What follows belongs to an exercise in optimizing a design on an open flow for small area, a short achievable clock period and few clock cycles per item; a production flow would make more cautious choices.
Only the layout flow was run in this run; the RTL was not checked for function there.
Power and IR drop assume default switching activity.

File: constraint.sdc
create_clock -name core_clock -period 8.0 [get_ports {clk}]
set_input_delay 1.6000 -clock core_clock [delete_from_list [all_inputs] [get_ports {clk}]]
set_output_delay 1.6000 -clock core_clock [all_outputs]
set_load 0.01 [all_outputs]
File: design.v
`timescale 1ns / 1ps
module md5(
  input enable,
  input reset_n,
  input clk,
  input [63:0] initial_msg,
  input [0:127] passwd_hash,
  output test_done,
  output reg cracked
);
reg [3:0] state, nextstate;
parameter [0 : 64*32-1] r = {32'd7, 32'd12, 32'd17, 32'd22, 32'd7, 32'd12, 32'd17, 32'd22, 32'd7, 32'd12, 32'd17, 32'd22, 32'd7, 32'd12, 32'd17, 32'd22,
                             32'd5, 32'd9, 32'd14, 32'd20, 32'd5,  32'd9, 32'd14, 32'd20, 32'd5,  32'd9, 32'd14, 32'd20, 32'd5,  32'd9, 32'd14, 32'd20,
                             32'd4, 32'd11, 32'd16, 32'd23, 32'd4, 32'd11, 32'd16, 32'd23, 32'd4, 32'd11, 32'd16, 32'd23, 32'd4, 32'd11, 32'd16, 32'd23,
                             32'd6, 32'd10, 32'd15, 32'd21, 32'd6, 32'd10, 32'd15, 32'd21, 32'd6, 32'd10, 32'd15, 32'd21, 32'd6, 32'd10, 32'd15, 32'd21};
parameter [0 : 64*32-1] k = {32'hd76aa478, 32'he8c7b756, 32'h242070db, 32'hc1bdceee,
                             32'hf57c0faf, 32'h4787c62a, 32'ha8304613, 32'hfd469501,
                             32'h698098d8, 32'h8b44f7af, 32'hffff5bb1, 32'h895cd7be,
                             32'h6b901122, 32'hfd987193, 32'ha679438e, 32'h49b40821,
                             32'hf61e2562, 32'hc040b340, 32'h265e5a51, 32'he9b6c7aa,
                             32'hd62f105d, 32'h02441453, 32'hd8a1e681, 32'he7d3fbc8,
                             32'h21e1cde6, 32'hc33707d6, 32'hf4d50d87, 32'h455a14ed,
                             32'ha9e3e905, 32'hfcefa3f8, 32'h676f02d9, 32'h8d2a4c8a,
                             32'hfffa3942, 32'h8771f681, 32'h6d9d6122, 32'hfde5380c,
                             32'ha4beea44, 32'h4bdecfa9, 32'hf6bb4b60, 32'hbebfbc70,
                             32'h289b7ec6, 32'heaa127fa, 32'hd4ef3085, 32'h04881d05,
                             32'hd9d4d039, 32'he6db99e5, 32'h1fa27cf8, 32'hc4ac5665,
                             32'hf4292244, 32'h432aff97, 32'hab9423a7, 32'hfc93a039,
                             32'h655b59c3, 32'h8f0ccc92, 32'hffeff47d, 32'h85845dd1,
                             32'h6fa87e4f, 32'hfe2ce6e0, 32'ha3014314, 32'h4e0811a1,
                             32'hf7537e82, 32'hbd3af235, 32'h2ad7d2bb, 32'heb86d391};
parameter [0 : 64*32-1] c_32 = {32'd25, 32'd20, 32'd15, 32'd10, 32'd25, 32'd20, 32'd15, 32'd10, 32'd25, 32'd20, 32'd15, 32'd10, 32'd25, 32'd20, 32'd15, 32'd10,
                                32'd27, 32'd23, 32'd18, 32'd12, 32'd27, 32'd23, 32'd18, 32'd12, 32'd27, 32'd23, 32'd18, 32'd12, 32'd27, 32'd23, 32'd18, 32'd12,
                                32'd28, 32'd21, 32'd16, 32'd9, 32'd28, 32'd21, 32'd16, 32'd9, 32'd28, 32'd21, 32'd16, 32'd9, 32'd28, 32'd21, 32'd16, 32'd9,
                                32'd26, 32'd22, 32'd17, 32'd11, 32'd26, 32'd22, 32'd17, 32'd11, 32'd26, 32'd22, 32'd17, 32'd11, 32'd26, 32'd22, 32'd17, 32'd11};
reg [31:0] h0;
reg [31:0] h1;
reg [31:0] h2;
reg [31:0] h3;
reg [31:0] a;
reg [31:0] b;
reg [31:0] c;
reg [31:0] d;
reg [5:0] offset;
reg [31:0] i;
reg [31:0] temp;
integer j;
reg [31:0] f,g;
reg [31:0] w [15:0];
reg [127:0] hash;
reg [127:0] passwd_hash_r;
always@(*)begin
  case(state)
  0:
    if(enable) nextstate = 1;
    else nextstate = 0;
  1:
    nextstate = 2;
  2:
    nextstate = 8;
  8:
    nextstate = 3;
  3:
    if( i+1 >= 64 ) nextstate = 4;
    else nextstate = 2;
  4:
    nextstate = 5;
  5:
    nextstate = 6;
  6:
    if(cracked) nextstate = 7;
    else nextstate = 0;
  7:
    nextstate = 7;
  default:
    nextstate = 0;
  endcase
end
always @(posedge clk) begin
  if (~reset_n) state <= 0;
  else state <= nextstate;
end
always@(posedge clk) begin
  if(state == 0)
  begin
    cracked <= 0;
  end
  else if(state == 1)
  begin
    i<= 0;
    cracked <= 0;
    w[0] <= { initial_msg[32+:8], initial_msg[40+:8], initial_msg[48+:8], initial_msg[56+:8]};
    w[1] <= { initial_msg[ 0+:8], initial_msg[ 8+:8], initial_msg[16+:8], initial_msg[24+:8]};      
    a <= 32'h67452301;
    b <= 32'hefcdab89;
    c <= 32'h98badcfe;
    d <= 32'h10325476;
    h0 <= 32'h67452301;
    h1 <= 32'hefcdab89;
    h2 <= 32'h98badcfe;
    h3 <= 32'h10325476;
    for ( j = 0; j < 16; j = j+1) begin
      passwd_hash_r[j*8 +: 8] <= passwd_hash[j*8 +: 8];
    end
  end
  else if(state == 2)
  begin
    if(i < 16)
    begin
      f <= (b & c) | ((~b) & d);
      g <= i;
    end
    else if(i<32)
    begin
      f <= (d & b) | ((~d) & c);
      g <= (5*i + 1) % 16;
    end
    else if(i<48)
    begin
      f <= b ^ c ^ d;
      g <= (3*i + 5) % 16; 
    end
    else
    begin
      f <= c ^ (b | (~d));
      g <= (7*i) % 16;
    end
  end
  else if(state == 8)
  begin
    temp <= a + f + k[i*32 +: 32] + w[g];
  end  
  else if(state == 3)
  begin
    i <= i + 1;
    d <= c;
    c <= b;
    a <= d;
    b <= b + ((temp << r[i*32 +: 32])|(temp >> c_32[i*32 +: 32]));
  end
  else if(state == 4)
  begin
    hash[127:96] <= h3 + d;
    hash[95:64] <= h2 + c;
    hash[63:32] <= h1 + b;
    hash[31:0] <= h0 + a;
  end
  else if(state == 5)
  begin
    if(hash == passwd_hash_r) cracked <= 1;
    else cracked <= 0;
  end
end
assign test_done = (state == 6 || state == 7);
always@(posedge clk) begin
  w[ 2] <= 32'h00000080;
  w[ 3] <= 32'h00000000;
  w[ 4] <= 32'h00000000;
  w[ 5] <= 32'h00000000;
  w[ 6] <= 32'h00000000;
  w[ 7] <= 32'h00000000;
  w[ 8] <= 32'h00000000;
  w[ 9] <= 32'h00000000;
  w[10] <= 32'h00000000;
  w[11] <= 32'h00000000;
  w[12] <= 32'h00000000;
  w[13] <= 32'h00000000;
  w[14] <= 32'h00000040;
  w[15] <= 32'h00000000;
end
endmodule
File: run.sh
#!/bin/bash
# synth_recipe.tcl (not shown) runs the flow's synth.tcl, then flattens the netlist and writes it again
# the make line also repeats each setting of config.mk as NAME=value (left out here)
make -C /OpenROAD-flow-scripts/flow DESIGN_CONFIG=/design/flow/config.mk WORK_HOME=/design/flow/orfs CLKGATE_MAP_FILE= SYNTH_SCRIPT=/design/flow/synth_recipe.tcl finish
File: config.mk
export PLATFORM = sky130hd
export DESIGN_NAME = md5
export DESIGN_NICKNAME = md5
export VERILOG_FILES = /design/flow/design.v
export SDC_FILE = /design/flow/constraint.sdc
export NUM_CORES = 4
export LEC_CHECK = 0
export CAP_MARGIN = 20
export CORE_MARGIN = 2
export CORE_UTILIZATION = 40
export PLACE_DENSITY = 0.6
export SLEW_MARGIN = 20
==> impl_metrics.py <==
metrics = {
    "outcome": {
        "outcome": "no timing/DRC/antenna violations",
    },
    "critical_path": {
        "cpLargestDelayFamily": "compound AO/OA/AOI/OAI gates",
        "path_class": "flop to flop",
        "worstSetupStartpointType": "flop",
        "slowest_stage": "mux2_2",
        "reg2reg_slack_ns": 1.31,
        "cp_max_fo": 36,
        "path_cells": "inv_1, ha_1, buf_4, nor3b_1, mux2_2, nand2_1, a21boi_0, mux2i_1, mux2i_1, mux2_2, ha_1, nor2b_1, o31a_1, o31ai_1, a2111oi_0, or2_2, a21o_1, or3_1, a211oi_1, o21ai_0",
        "reg2reg_to": "b[22]",
        "cp.required_ns": 8.34,
        "cp-end-kind": "flop",
        "r2r_cells": 20,
        "worst-path-buf-inv": 2,
        "regToRegStartpoint": "i[7]",
        "arrival_ns": 7.03,
        "cpPeakStageDelay_ns": 0.76,
    },
    "placed_design": {
        "io_buffers": 196,
        "gp_congestion": 0.980,
        "dp_hpwl_um": 88900,
    },
    "timing": {
        "drv_slew": 0,
        "setup-tns-final_ns": 0,
        "slew_headroom_pct": 27.2,
        "fin_crit_sh_pct": 83.7,
        "timing.hold.ws_ns": 0.567,
        "worst_pin_slew_ns": 1.09,
        "hold_viol": 0,
        "period_minus_slack_ns": 6.69,
        "clock.fmax_mhz": 149,
        "clock_skew_ns": 0.0294,
        "setup_viol": 0,
        "rsz0062_at_grt": "false",
    },
    "routing": {
        "first_pass_iters": 7,
        "drcViolationCount": 0,
        "drt-vias-per-instance": 5.91,
        "drt-initial-drc-count": 3856,
        "wl_per_cell_um": 24.6,
        "totalWireLength_um": 122000,
        "final_antenna_net_count": 0,
        "vias": 29200,
    },
    "synth": {
        "synth_edf_count": 548,
        "synthTopCellsByArea": "edfxtp_1 (45%), nand2_1 (4.3%), xnor2_1 (4.2%)",
        "ys_ff_latch": 553,
        "syn_nets": 3988,
        "ys_types": 95,
        "synth_area_per_cell_um2": 10.0,
        "synth_top_area_share_pct": 45.1,
        "synth_cells": 3651,
        "synth_warnings": 2,
        "synthFlopType": "edfxtp_1",
        "synthArstFlopShare_pct": 0,
        "synth_top_cell_by_area": "edfxtp_1",
        "syn_area_um2": 36500,
        "seq_area_frac_synth_pct": 45.3,
    },
    "clock_network": {
        "clk_pin_slew_worst_paths_ns": 0.06,
        "clk_latency_ns": 0.64,
        "cts-root-buf": "clkbuf_16",
        "clockBufferDepth": 3,
        "ctsHoldBuffers": 0,
        "htree_levels": 3,
        "cts_buffers": 68,
        "post-cts-setup-buffers": 0,
        "clock_sinks": 553,
        "cts_repair_resize_count": 0,
        "cts_tree": "done",
    },
    "finish": {
        "syn_to_final_growth_pct": 14.6,
        "n_fill_cell": 8402,
        "final-seq-area_um2": 16600,
        "layout-drive-gt1-share_pct": 8.24,
        "nets": 4047,
        "multi_input_area_um2": 18400,
    },
    "run": {
        "maxCapViolCount": 0,
    },
    "pwr": {
        "irDropWorstVdd_mv": 0.161,
        "p_per_area_nw_per_um2": 227,
        "p_leak_nw": 15.3,
    },
    "die": {
        "initial_utilization_pct": 40.4,
        "core_area_um2": 90300,
        "num_rows": 110,
        "die_h_um": 306,
        "ios": 197,
        "die_area_um2": 93700,
        "die_width_um": 306,
    },
    "global_route": {
        "grtUsageMet1_pct": 35.2,
        "met2_usage_pct": 40.8,
        "grt_pass1_wl_um": 179000,
        "grtUsageTotal_pct": 25.5,
        "grt-busiest-layer": "met2",
        "overflow": 0,
        "use_met3_pct": 3.59,
        "antenna_found_initial": 1,
        "grt_pass1_vias": 27300,
        "grt_max_degree": 163,
    },
    "hold_path": {
        "min_delay_path_depth": 2,
        "hold_path.startpoint": "cracked",
        "hold_class": "flop to flop",
        "worstHoldEndpoint": "cracked",
    },
}
-- cell type report --
class,instances,area share [%]
flip-flops and latches,553,39.6
clock buffers,85,4.37
repair buffers,270,6.19
multi-input cells,2687,44.0
clock inverters,36,1.12
well taps,1176,3.52
inverters,130,1.18
diodes,1,0.00598
-- where the power goes --
group / leakage [nW] / switching (mW) / internal (mW)
sequential: 5.07 / 0.254 / 3.51
combinational: 9.08 / 1.51 / 1.04
clock: 1.11 / 1.27 / 1.92
-- synthesized netlist by cell type (30+ instances only) --
cell      instances
edfxtp_1        548
nand2_1         416
nor2_1          293
a21oi_1         213
clkbuf_1        200
xnor2_1         176
o21ai_0         175
xor2_1          141
inv_1           126
mux2i_1         113
ha_1             77
o22ai_1          75
nor3_1           72
and2_1           69
nand3_1          68
fa_1             65
nand2b_1         63
mux2_2           58
a21o_1           43
a221o_1          40
buf_1            36
nor2b_1          36
a31oi_1          34
nand4_1          33
nor4_1           32
a211oi_1         31
buf_2            31
o211ai_1         30
-- worst max path at each step --
stage,from,to,slack (ns),depth (start not counted)
3_3_place_gp,i[7],b[22],1.44,20
2_1_floorplan,state[0],passwd_hash_r[0],0.87,6
6_report,i[7],b[22],1.31,20
5_1_grt,i[7],b[22],0.97,20
4_1_cts,i[7],b[22],1.44,20
3_5_place_dp,i[7],b[22],1.46,20
-- layout by cell type (no fill, tap or decap), drive strengths merged, types with 70 or more instances in the layout --
| master | Yosys | final |
|---|---|---|
| a21oi | 214 | 214 |
| and2 | 70 | 70 |
| buf | 80 | 74 |
| clkbuf | 201 | 85 |
| clkdlybuf4s50 | 0 | 196 |
| edfxtp | 548 | 548 |
| ha | 77 | 77 |
| inv | 126 | 129 |
| mux2i | 117 | 117 |
| nand2 | 417 | 417 |
| nor2 | 293 | 293 |
| nor3 | 74 | 74 |
| o21ai | 184 | 184 |
| o22ai | 75 | 75 |
| xnor2 | 176 | 176 |
| xor2 | 141 | 141 |
-- worst min-delay path: stages, from the launching register on --
cell	delay, ns
dfxtp_1	0.36
nor2_1	0.12
a21oi_1	0.04
-- through the flow --
| step | total power, mW | setup WS, ns | std cells | cell area [µm²] | utilization (%) |
|---|---|---|---|---|---|
| after CTS | 9.54 | 1.44 | 4936 | 41800 | 46.3 |
| final | 9.50 | 1.31 | 4938 | 41800 | 46.3 |
| after floorplan | 5.51 | 0.866 | 3651 | 36500 | - |
| after detailed placement | 6.32 | 1.46 | 4815 | 39500 | 43.8 |
| after global placement | 6.32 | 1.44 | 4815 | 39500 | 43.8 |
| after global routing | 9.94 | 0.965 | 4937 | 41800 | 46.3 |
-- cell families after synthesis --
kind of cell             share of synthesized area (%)
AND/OR/NAND/NOR                                   15.1
AO/OA/AOI/OAI                                     16.0
flip-flops                                        45.3
buffers and inverters                             4.51
XOR/XNOR                                          7.66
multiplexers                                      5.21
adder cells (fa/ha/maj)                           6.23
-- sequential cells by signal (all words and copies together), names as in the netlist --
| register | flops |
|---|---|
| w | 64 |
| passwd_hash_r | 128 |
| f | 32 |
| c | 32 |
| d | 32 |
| hash | 128 |
| a | 32 |
| b | 32 |
| g | 4 |
| i | 32 |
| state | 4 |
| cracked | 1 |
| temp | 32 |
-- layer usage --
layer / vias to the layer above / share of wire, % / routed length, µm
met4: 2 / 4.3 / 5250
met2: 1291 / 46 / 55500
li1: 13400 / - / -
met5: - / 0.011 / 13
met3: 238 / 7.7 / 9340
met1: 14200 / 42 / 51500

## what the ideal ports hide
The results above use ideal ports. As a check the final layout listed here was re-extracted and re-timed, cells and wires unchanged. Step 1 sets driving cells, clkbuf_16 on the clock port and buf_2 on the other inputs (assumed; they add their load-dependent delay and slew). Step 2, shift: input delay + t, output delay - t, t = (earliest + latest rising clock arrival at the registers) / 2. This alone moves slack from input paths to output paths. Three values: ideal ports, drivers, drivers and shift; two values: the first two.
t (ns): 0.684
setup slack, ns: 1.306 / 1.306 / 1.306
worst hold slack (ns): 0.567 / 0.567 / 0.567
worst setup path at the end: register to register
After both steps this run still meets setup and hold. The setup slack of this run moves by 0.000 ns with the drivers and by 0.000 ns with both steps.
